Background: an optimization exercise with open tools, aiming at small area. Do not read the settings as production practice.
Function was checked by simulation only, so behaviour that the tests miss may differ from the original.
Power and IR drop assume default switching activity.

<file path="flow/design.v">
module fifo #(
    parameter integer Width = 12,
    parameter integer Depth = 32,
    parameter integer AddrBits = 5,
    parameter integer AlmostEmptyValue = 2,
    parameter integer AlmostFullValue = 30
) (
    input clock,
    input rst_n,
    input [Width-1:0] data,
    input rdreq,
    input wrreq,
    output almost_empty,
    output almost_full,
    output empty,
    output full,
    output [Width-1:0] q,
    output [AddrBits-1:0] usedw
);
  reg [Width-1:0] mem[0:Depth-1];
  reg [AddrBits-1:0] rd_ptr;
  reg [AddrBits-1:0] wr_ptr;
  reg [AddrBits:0] count;
  wire do_rd = rdreq && (count != 0);
  wire do_wr = wrreq && (count != Depth);
  always @(posedge clock) begin
    if (do_wr) mem[wr_ptr] <= data;
  end
  always @(posedge clock, negedge rst_n) begin
    if (!rst_n) begin
      rd_ptr <= 0;
      wr_ptr <= 0;
      count  <= 0;
    end else begin
      if (do_rd) rd_ptr <= rd_ptr + 1'b1;
      if (do_wr) wr_ptr <= wr_ptr + 1'b1;
      if (do_wr && !do_rd) count <= count + 1'b1;
      else if (do_rd && !do_wr) count <= count - 1'b1;
    end
  end
  assign q = mem[rd_ptr];
  assign empty = (count == 0);
  assign full = (count == Depth);
  assign usedw = count[AddrBits-1:0];
  assign almost_empty = (count < AlmostEmptyValue);
  assign almost_full = (count >= AlmostFullValue);
endmodule
module rom_data (
    input [7:0] address,
    input clock,
    output reg [15:0] q
);
  reg [15:0] rom[0:255];
  reg [7:0] address_q;
  initial $readmemh("rom_data_sine.hex", rom);
  always @(posedge clock) begin
    address_q <= address;
    q <= rom[address_q];
  end
endmodule
module key_detect (
    input key_n,
    input clk,
    input rst_n,
    output reg press_down,
    output reg press_up
);
  localparam unsigned Idle = 2'b00, WaitDown = 2'b01, Down = 2'b10, WaitUp = 2'b11;
  reg [ 1:0] state;
  reg [19:0] cnt;
  reg en_cnt, cnt_full;
  reg key_nq1;
  reg key_nq2;
  reg key_nq3;
  reg key_nq4;
  always @(posedge clk) key_nq1 <= key_n;
  always @(posedge clk) key_nq2 <= key_nq1;
  always @(posedge clk) key_nq3 <= key_nq2;
  always @(posedge clk) key_nq4 <= key_nq3;
  wire p_edge, n_edge;
  assign p_edge = !key_nq4 && key_nq3;
  assign n_edge = key_nq4 && !key_nq3;
  always @(posedge clk, negedge rst_n) begin
    if (!rst_n) begin
      state <= Idle;
      en_cnt <= 1'b0;
      press_down <= 1'b0;
      press_up <= 1'b0;
    end else begin
      press_up   <= 1'b0;
      press_down <= 1'b0;
      case (state)
        Idle: begin
          if (n_edge) begin
            state  <= WaitDown;
            en_cnt <= 1'b1;
          end
        end
        WaitDown: begin
          if (p_edge) begin
            state  <= Idle;
            en_cnt <= 1'b0;
          end else if (cnt_full) begin
            state <= Down;
            en_cnt <= 1'b0;
            press_down <= 1'b1;
          end
        end
        Down: begin
          if (p_edge) begin
            state  <= WaitUp;
            en_cnt <= 1'b1;
          end
        end
        WaitUp: begin
          if (n_edge) begin
            state  <= Down;
            en_cnt <= 1'b0;
          end else if (cnt_full) begin
            state <= Idle;
            en_cnt <= 1'b0;
            press_up <= 1'b1;
          end
        end
        default: begin
          state <= Idle;
          en_cnt <= 1'b0;
          press_down <= 1'b0;
          press_up <= 1'b0;
        end
      endcase
    end
  end
  always @(posedge clk, negedge rst_n) begin
    if (!rst_n) begin
      cnt <= 1'b0;
      cnt_full <= 1'b0;
    end else if (en_cnt) begin
      cnt <= cnt + 20'd1;
      if (cnt == 20'd100_000 - 20'd2) cnt_full <= 1'b1;
    end else begin
      cnt <= 1'b0;
      cnt_full <= 1'b0;
    end
  end
endmodule
module dac_tlv5618 #(
    parameter unsigned DivCntMax = 2   
) (
    input clk,
    input rst_n,
    input sending_start,
    output reg sending_done,
    input [15:0] data,
    output reg dac_cs_n,
    output reg dac_din,
    output reg dac_sclk
);
  reg en;
  reg [1:0] div_cnt;
  reg [5:0] sending_seq_cnt;   
  reg [15:0] data_q;   
  always @(posedge clk, negedge rst_n) begin
    if (!rst_n) data_q <= 1'b0;
    else if (sending_start) data_q <= data;
  end
  always @(posedge clk, negedge rst_n) begin
    if (!rst_n) en <= 1'b0;
    else if (sending_start) en <= 1'b1;
    else if (sending_done) en <= 1'b0;
  end
  always @(posedge clk, negedge rst_n) begin
    if (!rst_n) div_cnt <= 1'b0;
    else if (en)
      if (div_cnt == DivCntMax - 1) div_cnt <= 1'b0;
      else div_cnt <= div_cnt + 1'b1;
    else div_cnt <= 1'b0;
  end
  always @(posedge clk, negedge rst_n) begin
    if (!rst_n) sending_seq_cnt <= 1'b0;
    else if (en)
      if (div_cnt == DivCntMax - 1)
        if (sending_seq_cnt == 33) sending_seq_cnt <= 1'b0;
        else sending_seq_cnt <= sending_seq_cnt + 1'b1;
      else sending_seq_cnt <= sending_seq_cnt;
    else sending_seq_cnt <= 1'b0;
  end
  always @(posedge clk, negedge rst_n) begin
    if (!rst_n) begin
      dac_cs_n <= 1'b1;
      dac_din  <= 1'b0;
      dac_sclk <= 1'b0;
    end else if (en && div_cnt == DivCntMax - 1) begin
      case (sending_seq_cnt)
        0: begin
          dac_cs_n <= 1'b0;
          dac_din  <= data_q[15];
          dac_sclk <= 1'b1;
        end
        1, 3, 5, 7, 9, 11, 13, 15, 17, 19, 21, 23, 25, 27, 29, 31: begin
          dac_sclk <= 1'b0;
        end
        2: begin
          dac_din  <= data_q[14];
          dac_sclk <= 1'b1;
        end
        4: begin
          dac_din  <= data_q[13];
          dac_sclk <= 1'b1;
        end
        6: begin
          dac_din  <= data_q[12];
          dac_sclk <= 1'b1;
        end
        8: begin
          dac_din  <= data_q[11];
          dac_sclk <= 1'b1;
        end
        10: begin
          dac_din  <= data_q[10];
          dac_sclk <= 1'b1;
        end
        12: begin
          dac_din  <= data_q[9];
          dac_sclk <= 1'b1;
        end
        14: begin
          dac_din  <= data_q[8];
          dac_sclk <= 1'b1;
        end
        16: begin
          dac_din  <= data_q[7];
          dac_sclk <= 1'b1;
        end
        18: begin
          dac_din  <= data_q[6];
          dac_sclk <= 1'b1;
        end
        20: begin
          dac_din  <= data_q[5];
          dac_sclk <= 1'b1;
        end
        22: begin
          dac_din  <= data_q[4];
          dac_sclk <= 1'b1;
        end
        24: begin
          dac_din  <= data_q[3];
          dac_sclk <= 1'b1;
        end
        26: begin
          dac_din  <= data_q[2];
          dac_sclk <= 1'b1;
        end
        28: begin
          dac_din  <= data_q[1];
          dac_sclk <= 1'b1;
        end
        30: begin
          dac_din  <= data_q[0];
          dac_sclk <= 1'b1;
        end
        32: begin
          dac_sclk <= 1'b1;
        end
        33: begin
          dac_cs_n <= 1'b1;
        end
        default: ;
      endcase
    end
  end
  always @(posedge clk, negedge rst_n) begin
    if (!rst_n) sending_done <= 1'b0;
    else if (div_cnt == DivCntMax - 1 && sending_seq_cnt == 33) sending_done <= 1'b1;
    else sending_done <= 1'b0;
  end
endmodule
module test_dac_tlv5618 (
    input clk,
    input rst_n,
    input key_n,
    output dac_cs_n,
    output dac_din,
    output dac_sclk
);
  localparam unsigned DivCntMax = 2;
  reg [7:0] address;
  reg sending_start;
  wire sending_done;
  wire press_down, press_up;
  wire [15:0] data;
  rom_data rom_data_dut (
      .address(address),
      .clock(clk),
      .q(data)
  );
  key_detect key_detect_dut (
      .key_n(key_n),
      .clk(clk),
      .rst_n(rst_n),
      .press_down(press_down),
      .press_up(press_up)
  );
  dac_tlv5618 #(
      .DivCntMax(DivCntMax)
  ) dac_tlv5618_dut (
      .clk(clk),
      .rst_n(rst_n),
      .sending_start(sending_start),
      .sending_done(sending_done),
      .data(data),
      .dac_cs_n(dac_cs_n),
      .dac_din(dac_din),
      .dac_sclk(dac_sclk)
  );
  always @(posedge clk, negedge rst_n) begin
    if (!rst_n) begin
      address <= 8'b0;
      sending_start <= 1'b0;
    end else begin
      if (press_up || sending_done) sending_start <= 1'b1;
      else sending_start <= 1'b0;
      if (sending_done) begin
        if (address == 8'd255) address <= 8'd0;
        else address <= address + 1'b1;
      end
    end
  end
endmodule
module uart_byte_tx (
    input [7:0] data_byte,
    input rst_n,
    input en_send,
    input clk,
    input [2:0] set_baud,
    output reg tx,
    output reg tx_done
);
  reg [19:0] cnt_max;   
  reg [19:0] cnt;
  reg [3:0] cnt_bit;   
  always @(*) begin
    case (set_baud)
      0: cnt_max = 20'd5208 - 20'd1;
      1: cnt_max = 20'd2604 - 20'd1;
      2: cnt_max = 20'd1302 - 20'd1;
      3: cnt_max = 20'd868 - 20'd1;
      4: cnt_max = 20'd434 - 20'd1;
      default: cnt_max = 20'd5208 - 20'd1;
    endcase
  end
  always @(posedge clk, negedge rst_n) begin
    if (!rst_n) cnt <= 1'b0;
    else if (en_send)
      if (cnt == cnt_max) cnt <= 1'b0;
      else cnt <= cnt + 20'd1;
    else cnt <= 1'b0;
  end
  always @(posedge clk, negedge rst_n) begin
    if (!rst_n) begin
      cnt_bit <= 1'b0;
      tx_done <= 1'b0;
    end else if (en_send) begin
      if (cnt == cnt_max) begin
        if (cnt_bit == 9) begin
          cnt_bit <= 1'b0;
          tx_done <= 1'b1;
        end else begin
          cnt_bit <= cnt_bit + 4'd1;
          tx_done <= 1'b0;
        end
      end else begin
        cnt_bit <= cnt_bit;
        tx_done <= 1'b0;
      end
    end else begin
      cnt_bit <= 1'b0;
      tx_done <= 1'b0;
    end
  end
  always @(posedge clk, negedge rst_n) begin
    if (!rst_n) begin
      tx <= 1'b1;
    end else if (en_send) begin
      case (cnt_bit)
        0: tx <= 1'b0;
        1: tx <= data_byte[0];
        2: tx <= data_byte[1];
        3: tx <= data_byte[2];
        4: tx <= data_byte[3];
        5: tx <= data_byte[4];
        6: tx <= data_byte[5];
        7: tx <= data_byte[6];
        8: tx <= data_byte[7];
        9: tx <= 1'b1;
        default: tx <= tx;
      endcase
    end else begin
      tx <= 1'b1;
    end
  end
endmodule
module adc_adc128s022 #(
    parameter unsigned DivCntMax = 8
) (
    input clk,
    input rst_n,
    input receiving_start,
    output reg receiving_done,
    output reg [11:0] data,
    input [2:0] addr,   
    output reg adc_cs_n,
    output reg adc_sclk,
    output reg adc_din,
    input adc_dout
);
  reg en;
  reg [2:0] div_cnt;
  reg [5:0] receiving_seq_cnt;
  reg [2:0] addr_q;
  always @(posedge clk, negedge rst_n) begin
    if (!rst_n) addr_q <= 3'b0;
    else if (receiving_start) addr_q <= addr;
  end
  always @(posedge clk, negedge rst_n) begin
    if (!rst_n) begin
      en <= 1'b0;
      adc_cs_n <= 1'b1;
    end else if (receiving_start) begin
      en <= 1'b1;
      adc_cs_n <= 1'b0;
    end else if (receiving_done) begin
      en <= 1'b0;
      adc_cs_n <= 1'b1;
    end
  end
  always @(posedge clk, negedge rst_n) begin
    if (!rst_n) div_cnt <= 1'b0;
    else if (en)
      if (div_cnt == DivCntMax - 1) div_cnt <= 2'b0;
      else div_cnt <= div_cnt + 1'b1;
    else div_cnt <= 2'b0;
  end
  always @(posedge clk, negedge rst_n) begin
    if (!rst_n) receiving_seq_cnt <= 1'b0;
    else if (en)
      if (div_cnt == DivCntMax - 1)
        if (receiving_seq_cnt == 31) receiving_seq_cnt <= 1'b0;
        else receiving_seq_cnt <= receiving_seq_cnt + 1'b1;
      else receiving_seq_cnt <= receiving_seq_cnt;
    else receiving_seq_cnt <= 1'b0;
  end
  always @(posedge clk, negedge rst_n) begin
    if (!rst_n) begin
      adc_din <= 1'b0;
      adc_sclk <= 1'b1;   
      data <= 12'b0;
      receiving_done <= 1'b0;
    end else if (en && div_cnt == DivCntMax - 1) begin
      case (receiving_seq_cnt)
        0: adc_sclk <= 1'b0;
        2, 10, 12, 14, 16, 18, 20, 22, 24, 26, 28, 30: adc_sclk <= 1'b0;
        4: begin
          adc_sclk <= 1'b0;
          adc_din  <= addr_q[2];
        end
        6: begin
          adc_sclk <= 1'b0;
          adc_din  <= addr_q[1];
        end
        8: begin
          adc_sclk <= 1'b0;
          adc_din  <= addr_q[0];
        end
        1, 3, 5, 7: adc_sclk <= 1'b1;
        9: begin
          adc_sclk <= 1'b1;
          data[11] <= adc_dout;
        end
        11: begin
          adc_sclk <= 1'b1;
          data[10] <= adc_dout;
        end
        13: begin
          adc_sclk <= 1'b1;
          data[9]  <= adc_dout;
        end
        15: begin
          adc_sclk <= 1'b1;
          data[8]  <= adc_dout;
        end
        17: begin
          adc_sclk <= 1'b1;
          data[7]  <= adc_dout;
        end
        19: begin
          adc_sclk <= 1'b1;
          data[6]  <= adc_dout;
        end
        21: begin
          adc_sclk <= 1'b1;
          data[5]  <= adc_dout;
        end
        23: begin
          adc_sclk <= 1'b1;
          data[4]  <= adc_dout;
        end
        25: begin
          adc_sclk <= 1'b1;
          data[3]  <= adc_dout;
        end
        27: begin
          adc_sclk <= 1'b1;
          data[2]  <= adc_dout;
        end
        29: begin
          adc_sclk <= 1'b1;
          data[1]  <= adc_dout;
        end
        31: begin
          adc_sclk <= 1'b1;
          data[0] <= adc_dout;
          receiving_done <= 1'b1;
        end
        default: ;
      endcase
    end else begin
      receiving_done <= 1'b0;
    end
  end
endmodule
module ctrl_fifo2uart (
    input clk,
    input rst_n,
    input start_all,
    output reg fifo_rdreq,   
    input [11:0] fifo_data,
    input fifo_almost_full,
    input fifo_almost_empty,
    output reg uart_en_send,
    output reg [7:0] uart_data,
    input uart_tx_done,
    input adc_receiving_done,
    output reg adc_receiving_start
);
  localparam unsigned Idle = 2'b00, Receiving = 2'b01, Sending = 2'b11;
  reg [1:0] state;
  reg sel_fifo_data;
  reg start;
  always @(posedge clk, negedge rst_n) begin
    if (!rst_n) sel_fifo_data <= 1'b0;
    else if (uart_tx_done) sel_fifo_data <= ~sel_fifo_data;   
  end
  always @(*) begin
    if (sel_fifo_data == 1'b0) begin
      uart_data <= fifo_data[7:0];
    end else begin
      uart_data <= {{4{1'b0}}, fifo_data[11:8]};
    end
  end
  always @(posedge clk, negedge rst_n) begin
    if (!rst_n) begin
      fifo_rdreq <= 1'b0;
    end else if (uart_tx_done && sel_fifo_data == 1) begin
      fifo_rdreq <= 1'b1;
    end else begin
      fifo_rdreq <= 1'b0;
    end
  end
  always @(posedge clk, negedge rst_n) begin
    if (!rst_n) begin
      uart_en_send <= 1'b0;
    end else if (state == Sending) begin
      uart_en_send <= 1'b1;
    end else begin
      uart_en_send <= 1'b0;
    end
  end
  always @(posedge clk, negedge rst_n) begin
    if (!rst_n) begin
      adc_receiving_start <= 1'b0;
    end else if (start_all || start) begin
      adc_receiving_start <= 1'b1;
    end else if (state == Receiving && adc_receiving_done == 1'b1) begin
      adc_receiving_start <= 1'b1;
    end else begin
      adc_receiving_start <= 1'b0;
    end
  end
  always @(posedge clk, negedge rst_n) begin
    if (!rst_n) begin
      state <= Idle;
      start <= 1'b0;
    end else begin
      case (state)
        Idle: begin
          if (start_all) state <= Receiving;
        end
        Receiving: begin
          start <= 1'b0;
          if (adc_receiving_done && fifo_almost_full) state <= Sending;
        end
        Sending: begin
          if (uart_tx_done && fifo_almost_empty) begin
            start <= 1'b1;
            state <= Receiving;
          end
        end
        default: begin
          start <= 1'b0;
          state <= Idle;
        end
      endcase
    end
  end
endmodule
module dac_and_adc_top (
    input clk,
    input rst_n,
    output tx,   
    output adc_cs_n,
    output adc_sclk,
    output adc_din,
    input adc_dout,
    input key_n,   
    output dac_cs_n,
    output dac_din,
    output dac_sclk
);
  wire tx_done;
  wire fifo_rdreq;
  wire [11:0] q;
  wire [7:0] uart_data;
  wire [11:0] adc_data;
  wire almost_empty, almost_full;
  wire uart_en_send;
  wire adc_receiving_start;
  wire adc_receiving_done;
  wire [2:0] adc_addr = 3'b0;
  wire start_all;
  ctrl_fifo2uart ctrl_fifo2uart_dut (
      .clk(clk),
      .rst_n(rst_n),
      .start_all(start_all),
      .fifo_rdreq(fifo_rdreq),
      .fifo_data(q),
      .fifo_almost_full(almost_full),
      .fifo_almost_empty(almost_empty),
      .uart_en_send(uart_en_send),
      .uart_data(uart_data),
      .uart_tx_done(tx_done),
      .adc_receiving_start(adc_receiving_start),
      .adc_receiving_done(adc_receiving_done)
  );
  uart_byte_tx uart_byte_tx_dut (
      .data_byte(uart_data),
      .rst_n(rst_n),
      .en_send(uart_en_send),
      .clk(clk),
      .set_baud(3'd4),
      .tx(tx),
      .tx_done(tx_done)
  );
  fifo fifo_dut (
      .clock(clk),
      .rst_n(rst_n),
      .data(adc_data),
      .rdreq(fifo_rdreq),
      .wrreq(adc_receiving_done),
      .almost_empty(almost_empty),
      .almost_full(almost_full),
      .empty(),
      .full(),
      .q(q),
      .usedw()
  );
  adc_adc128s022 adc_adc128s022_dut (
      .clk(clk),
      .rst_n(rst_n),
      .receiving_start(adc_receiving_start),
      .receiving_done(adc_receiving_done),
      .data(adc_data),
      .addr(adc_addr),
      .adc_cs_n(adc_cs_n),
      .adc_sclk(adc_sclk),
      .adc_din(adc_din),
      .adc_dout(adc_dout)
  );
  test_dac_tlv5618 test_dac_tlv5618_dut (
      .clk(clk),
      .rst_n(rst_n),
      .key_n(key_n),
      .dac_cs_n(dac_cs_n),
      .dac_din(dac_din),
      .dac_sclk(dac_sclk)
  );
  key_detect key_detect_dut (
      .key_n(key_n),
      .clk(clk),
      .rst_n(rst_n),
      .press_down(),
      .press_up(start_all)
  );
endmodule
</file>
<file path="flow/rom_data_sine.hex">
0080
0083
0087
008b
008f
0093
0097
009b
009f
00a3
00a6
00aa
00ae
00b1
00b5
00b9
00bc
00c0
00c3
00c6
00c9
00cd
00d0
00d3
00d6
00d9
00db
00de
00e1
00e3
00e6
00e8
00ea
00ec
00ee
00f0
00f2
00f4
00f5
00f7
00f8
00f9
00fb
00fc
00fd
00fd
00fe
00ff
00ff
00ff
00ff
0100
00ff
00ff
00ff
00ff
00fe
00fd
00fd
00fc
00fb
00f9
00f8
00f7
00f5
00f4
00f2
00f0
00ee
00ec
00ea
00e8
00e6
00e3
00e1
00de
00db
00d9
00d6
00d3
00d0
00cd
00c9
00c6
00c3
00c0
00bc
00b9
00b5
00b1
00ae
00aa
00a6
00a3
009f
009b
0097
0093
008f
008b
0087
0083
0080
007c
0078
0074
0070
006c
0068
0064
0060
005c
0059
0055
0051
004e
004a
0046
0043
003f
003c
0039
0036
0032
002f
002c
0029
0026
0024
0021
001e
001c
0019
0017
0015
0013
0011
000f
000d
000b
000a
0008
0007
0006
0004
0003
0002
0002
0001
0000
0000
0000
0000
0000
0000
0000
0000
0000
0001
0002
0002
0003
0004
0006
0007
0008
000a
000b
000d
000f
0011
0013
0015
0017
0019
001c
001e
0021
0024
0026
0029
002c
002f
0032
0036
0039
003c
003f
0043
0046
004a
004e
0051
0055
0059
005c
0060
0064
0068
006c
0070
0074
0078
007c
007f
0083
0087
008b
008f
0093
0097
009b
009f
00a3
00a6
00aa
00ae
00b1
00b5
00b9
00bc
00bf
00c3
00c6
00c9
00cd
00d0
00d3
00d6
00d9
00db
00de
00e1
00e3
00e6
00e8
00ea
00ec
00ee
00f0
00f2
00f4
00f5
00f7
00f8
00f9
00fb
00fc
00fd
00fd
00fe
00ff
00ff
00ff
00ff
0100
</file>
<file path="flow/run.sh">
#!/bin/bash
# synth_recipe.tcl (not shown) runs the flow's synth.tcl, then flattens the netlist and writes it again
# the make line also repeats each setting of config.mk as NAME=value (left out here)
make -C /OpenROAD-flow-scripts/flow DESIGN_CONFIG=/design/flow/config.mk WORK_HOME=/design/flow/orfs CLKGATE_MAP_FILE= SYNTH_SCRIPT=/design/flow/synth_recipe.tcl finish
</file>
<file path="flow/config.mk">
export PLATFORM = sky130hd
export DESIGN_NAME = dac_and_adc_top
export DESIGN_NICKNAME = dac_and_adc_top
export VERILOG_FILES = /design/flow/design.v
export SDC_FILE = /design/flow/constraint.sdc
export NUM_CORES = 4
export LEC_CHECK = 0
export CAP_MARGIN = 20
export CORE_MARGIN = 2
export CORE_UTILIZATION = 40
export SLEW_MARGIN = 20
</file>
<file path="flow/constraint.sdc">
create_clock -name core_clock -period 20.0 [get_ports {clk}]
set_input_delay 4.0000 -clock core_clock [delete_from_list [all_inputs] [get_ports {clk}]]
set_output_delay 4.0000 -clock core_clock [all_outputs]
set_load 0.01 [all_outputs]
</file>
==> notes.md <==
==> area by class of cell <==
class,count,area share [%]
diodes,1,0.00890
clock buffers,73,5.36
clock inverters,35,1.75
inverters,37,0.494
multi-input cells,1137,30.8
flip-flops and latches,560,56.4
well taps,837,3.73
repair buffers,48,1.44
==> logic make-up (layout without fill, tap and decap cells) <==
kind of cell,Yosys count,after routing,synth area share [%]
multiplexers,155,155,10.4
flip-flops,560,560,63.2
AO/OA/AOI/OAI,338,338,8.79
adder cells (fa/ha/maj),40,40,2.03
AND/OR/NAND/NOR,531,531,10.6
XOR/XNOR,72,72,2.51
other,1,2,0.0150
buffers and inverters,152,193,2.47
==> worst register-to-register path, stage by stage, from the launching register on <==
cell and delay (ns):
dfrtp_4 0.75, buf_4 0.62, buf_4 0.72, mux4_2 0.61
mux4_2 0.53, mux2_2 0.29, nand4_1 0.09, nand4_1 0.09
nor4_1 0.22, nand2_1 0.13
==> power groups by stage <==
stage                     sequential [mW]  clock, mW  combinational [mW]
after floorplan                      1.27          0              0.0220
after global placement               1.28          0              0.0292
after detailed placement             1.28          0              0.0303
after CTS                            1.26       1.14              0.0304
after global routing                 1.26       1.19              0.0346
final                                1.26       1.12              0.0299
==> cells in the mapped netlist (17+ instances only) <==
cell type	number
and2_1	45
clkbuf_1	84
o21ai_0	92
edfxtp_1	384
dfrtp_1	151
nand3_1	58
mux4_2	82
nor2b_1	33
nand4_1	22
mux2_2	31
nor3_1	17
mux2i_1	42
xor2_1	23
dfxtp_1	21
nor2_1	141
a22oi_1	21
a21oi_1	67
xnor2_1	49
nand2_1	118
ha_1	39
a211oi_1	22
a31oi_1	17
inv_1	36
==> registers in the layout (all words and copies together), names as in the netlist, 5 cells and up <==
register,count
uart_byte_tx_dut.cnt,20
fifo_dut.mem,384
test_dac_tlv5618_dut.rom_data_dut.address_q,8
test_dac_tlv5618_dut.key_detect_dut.cnt,20
test_dac_tlv5618_dut.dac_tlv5618_dut.data_q,9
fifo_dut.count,6
test_dac_tlv5618_dut.dac_tlv5618_dut.sending_seq_cnt,6
fifo_dut.wr_ptr,5
test_dac_tlv5618_dut.rom_data_dut.q,9
adc_adc128s022_dut.receiving_seq_cnt,6
adc_adc128s022_dut.data,12
key_detect_dut.cnt,20
test_dac_tlv5618_dut.address,8
fifo_dut.rd_ptr,5
==> per-layer routing <==
layer,vias to the layer above,global-route usage (%)
met2,420,29.2
met1,7862,25.6
met4,0,4.29
met3,85,2.86
met5,-,0
li1,6980,-
==> per-stage QoR <==
stage                     utilization (%)  cell area [µm²]
after CTS                            45.4            28100
after global placement               42.1            26000
after floorplan                         -            25100
after global routing                 45.5            28100
final                                45.5            28100
after detailed placement             42.2            26100
==> path summary, 6_finish.rpt <==
kind / start / to / slack (ns) / cells after the start
min in group asynchronous: rst_n / test_dac_tlv5618_dut.dac_tlv5618_dut.data_q[4] / 3.30 / 1
min: test_dac_tlv5618_dut.key_detect_dut.key_nq2 / key_detect_dut.key_nq3 / 0.33 / 0
max reg2reg: fifo_dut.rd_ptr[0] / uart_byte_tx_dut.tx / 15.85 / 9
max in group asynchronous: rst_n / fifo_dut.rd_ptr[1] / 15.20 / 3
min reg2reg: test_dac_tlv5618_dut.key_detect_dut.key_nq2 / key_detect_dut.key_nq3 / 0.33 / 0
max: uart_byte_tx_dut.tx / tx / 14.30 / 1
==> flow_metrics.env <==
export IMPL_cts_max_level=2
export IMPL_synthFlopType="edfxtp_1"
export IMPL_grt_overflow=0
export IMPL_drt_iter0_drc=1518
export IMPL_fin_worst_skew_ns=0.0644
export IMPL_synth_edf_count=384
export IMPL_met3_length_mm=3.25
export IMPL_drtPass1Iterations=6
export IMPL_whs_ns=0.326
export IMPL_layout_drive_gt1_share_pct=14.9
export IMPL_clkSinkCount=560
export IMPL_p_sw_mw=0.488
export IMPL_final_common_cell="edfxtp_1"
export IMPL_die_w_um=254
export IMPL_wl_met1_mm=25.8
export IMPL_clock_latency_ns=0.65
export IMPL_synthTopCellsByArea="edfxtp_1 46%, dfrtp_1 15%, mux4_2 7.4%, nor2_1 2.1%, ha_1 1.9%"
export IMPL_worst_slack_ns=14.30
export IMPL_power_share_clock_pct=46.5
export IMPL_synth_fp_nets=1893
export IMPL_die_height_um=254
export IMPL_hold_viol_final=0
export IMPL_pwr_share_seq_pct=52.3
export IMPL_ios=11
export IMPL_cts_setup_buffers=0
export IMPL_worstPathArrival_ns=1.70
export IMPL_async_flop_share_pct=27.7
export IMPL_route_detailed_drc=0
export IMPL_fp_coreArea_mm2=0.0618
export IMPL_p_per_area_mw_per_mm2=85.7
export IMPL_holdCritPathClass="reg -> reg"
export IMPL_synth_area_mm2=0.0251
export IMPL_multiInputGateArea_mm2=0.00866
export IMPL_rsz0062_at_grt="no"
export IMPL_clockRootBuffer="clkbuf_16"
export IMPL_outcome="complete, no violations"
export IMPL_vdd_drop_max_mv=0.0694
export IMPL_avgSynthCellArea_um2=13.6
export IMPL_p_int_mw=1.92
export IMPL_cts_resized=0
export IMPL_grt_util_all_layers_pct=18.0
export IMPL_cp_cell_sequence="clkdlybuf4s50_1"
export IMPL_wl_per_cell_um=21.0
export IMPL_final_net_count=1885
export IMPL_max_slew_margin_rel_pct=30.7
export IMPL_antenna_found_initial=0
export IMPL_gp_congestion=0.894
export IMPL_syn_to_final_growth_pct=12.1
export IMPL_period_minus_slack_ns=5.70
export IMPL_fill_cells=5455
export IMPL_portBuffers=9
export IMPL_timing_critical_path_slowest_cell_delay_ns=0.56
export IMPL_crit_fanout=2
export IMPL_final_cells=2728
export IMPL_ys_warnings_count=8
export IMPL_required_ns=16.00
export IMPL_end_kind="output port"
export IMPL_p_leak_nw=9.12
export IMPL_rows=91
export IMPL_finalMaxSlewViolations=0
export IMPL_setup_tns_ns=0
export IMPL_syn_instance_count=1849
export IMPL_initial_core_util_pct=40.6
export IMPL_yosysTopAreaCell="edfxtp_1"
export IMPL_wl_met2_mm=27.3
export IMPL_cts_buffer_depth=3
export IMPL_cp_num_buf_inv=1
export IMPL_worst_pin_slew_ns=1.04
export IMPL_grt_pass1_vias=15450
export IMPL_grt_pass1_wl_mm=90.4
export IMPL_drt_wl_total_mm=57.3
export IMPL_critPathSlowestCell="dfstp_2"
export IMPL_tritoncts="yes"
export IMPL_cts_made_buffers=57
export IMPL_ys_seq_area_share_pct=63.2
export IMPL_final_cell_mix="384 x edfxtp_1, 140 x dfrtp_1, 128 x nor2_1, 118 x nand2_1, 91 x o21ai_0"
export IMPL_min_period_over_period_pct=28.5
export IMPL_die_area_mm2=0.0647
export IMPL_pre_cts_ws_ns=14.34
export IMPL_viasPerCell=5.63
export IMPL_ys_ff_latch=560
export IMPL_finalSetupViolCount=0
export IMPL_top_layer="met4"
export IMPL_crit_path_start_kind="register"
export IMPL_hold_buffers=0
export IMPL_clk_pin_slew_ns=0.06
export IMPL_placed_cells=2618
export IMPL_total_power_mw=2.41
export IMPL_vias=15347
export IMPL_synth_distinct_cells=74
export IMPL_timing_fmax_ghz=0.175
export IMPL_grt_max_degree=104
export IMPL_p_sw_share_pct=20.3
export IMPL_synth_top_area_share_pct=46.0
export IMPL_combPwrFrac_pct=1.2
export IMPL_seqCellArea_mm2=0.0159
export IMPL_dpl_hpwl_mm=35.0
export IMPL_ant_nets=0
export IMPL_crit_type="reg -> out"
export IMPL_critPathTopFamily="flip-flops"
export IMPL_maxCapViolations=0

-- port drivers added, routing unchanged --
In the flow no input, the clock included, has a driving cell. The finished layout below was timed again as built, in two steps.
Step 1: set_driving_cell puts a clkbuf_16 on clk and a buf_2 on each other input, an assumption about the parent block.
Step 2 times the ports against the registers' clock, not the clock port: input delays grow and output delays shrink by t, the midpoint of the rising clock arrivals with the driver on.
a / b / c = ideal / step 1 / step 2; a / b = the first two.
t, ns: 0.676
setup slack, ns: 14.297 / 14.236 / 14.552
worst setup path after step 2: input, reset recovery
latest minus earliest clock arrival (ns): 0.074 / 0.074
worst data-port slew with drivers (ns): 0.06
After both steps this run still meets setup and hold. The setup slack of this run moves by -0.061 ns with the drivers and by +0.255 ns with both steps. Setup slack includes reset recovery checks.
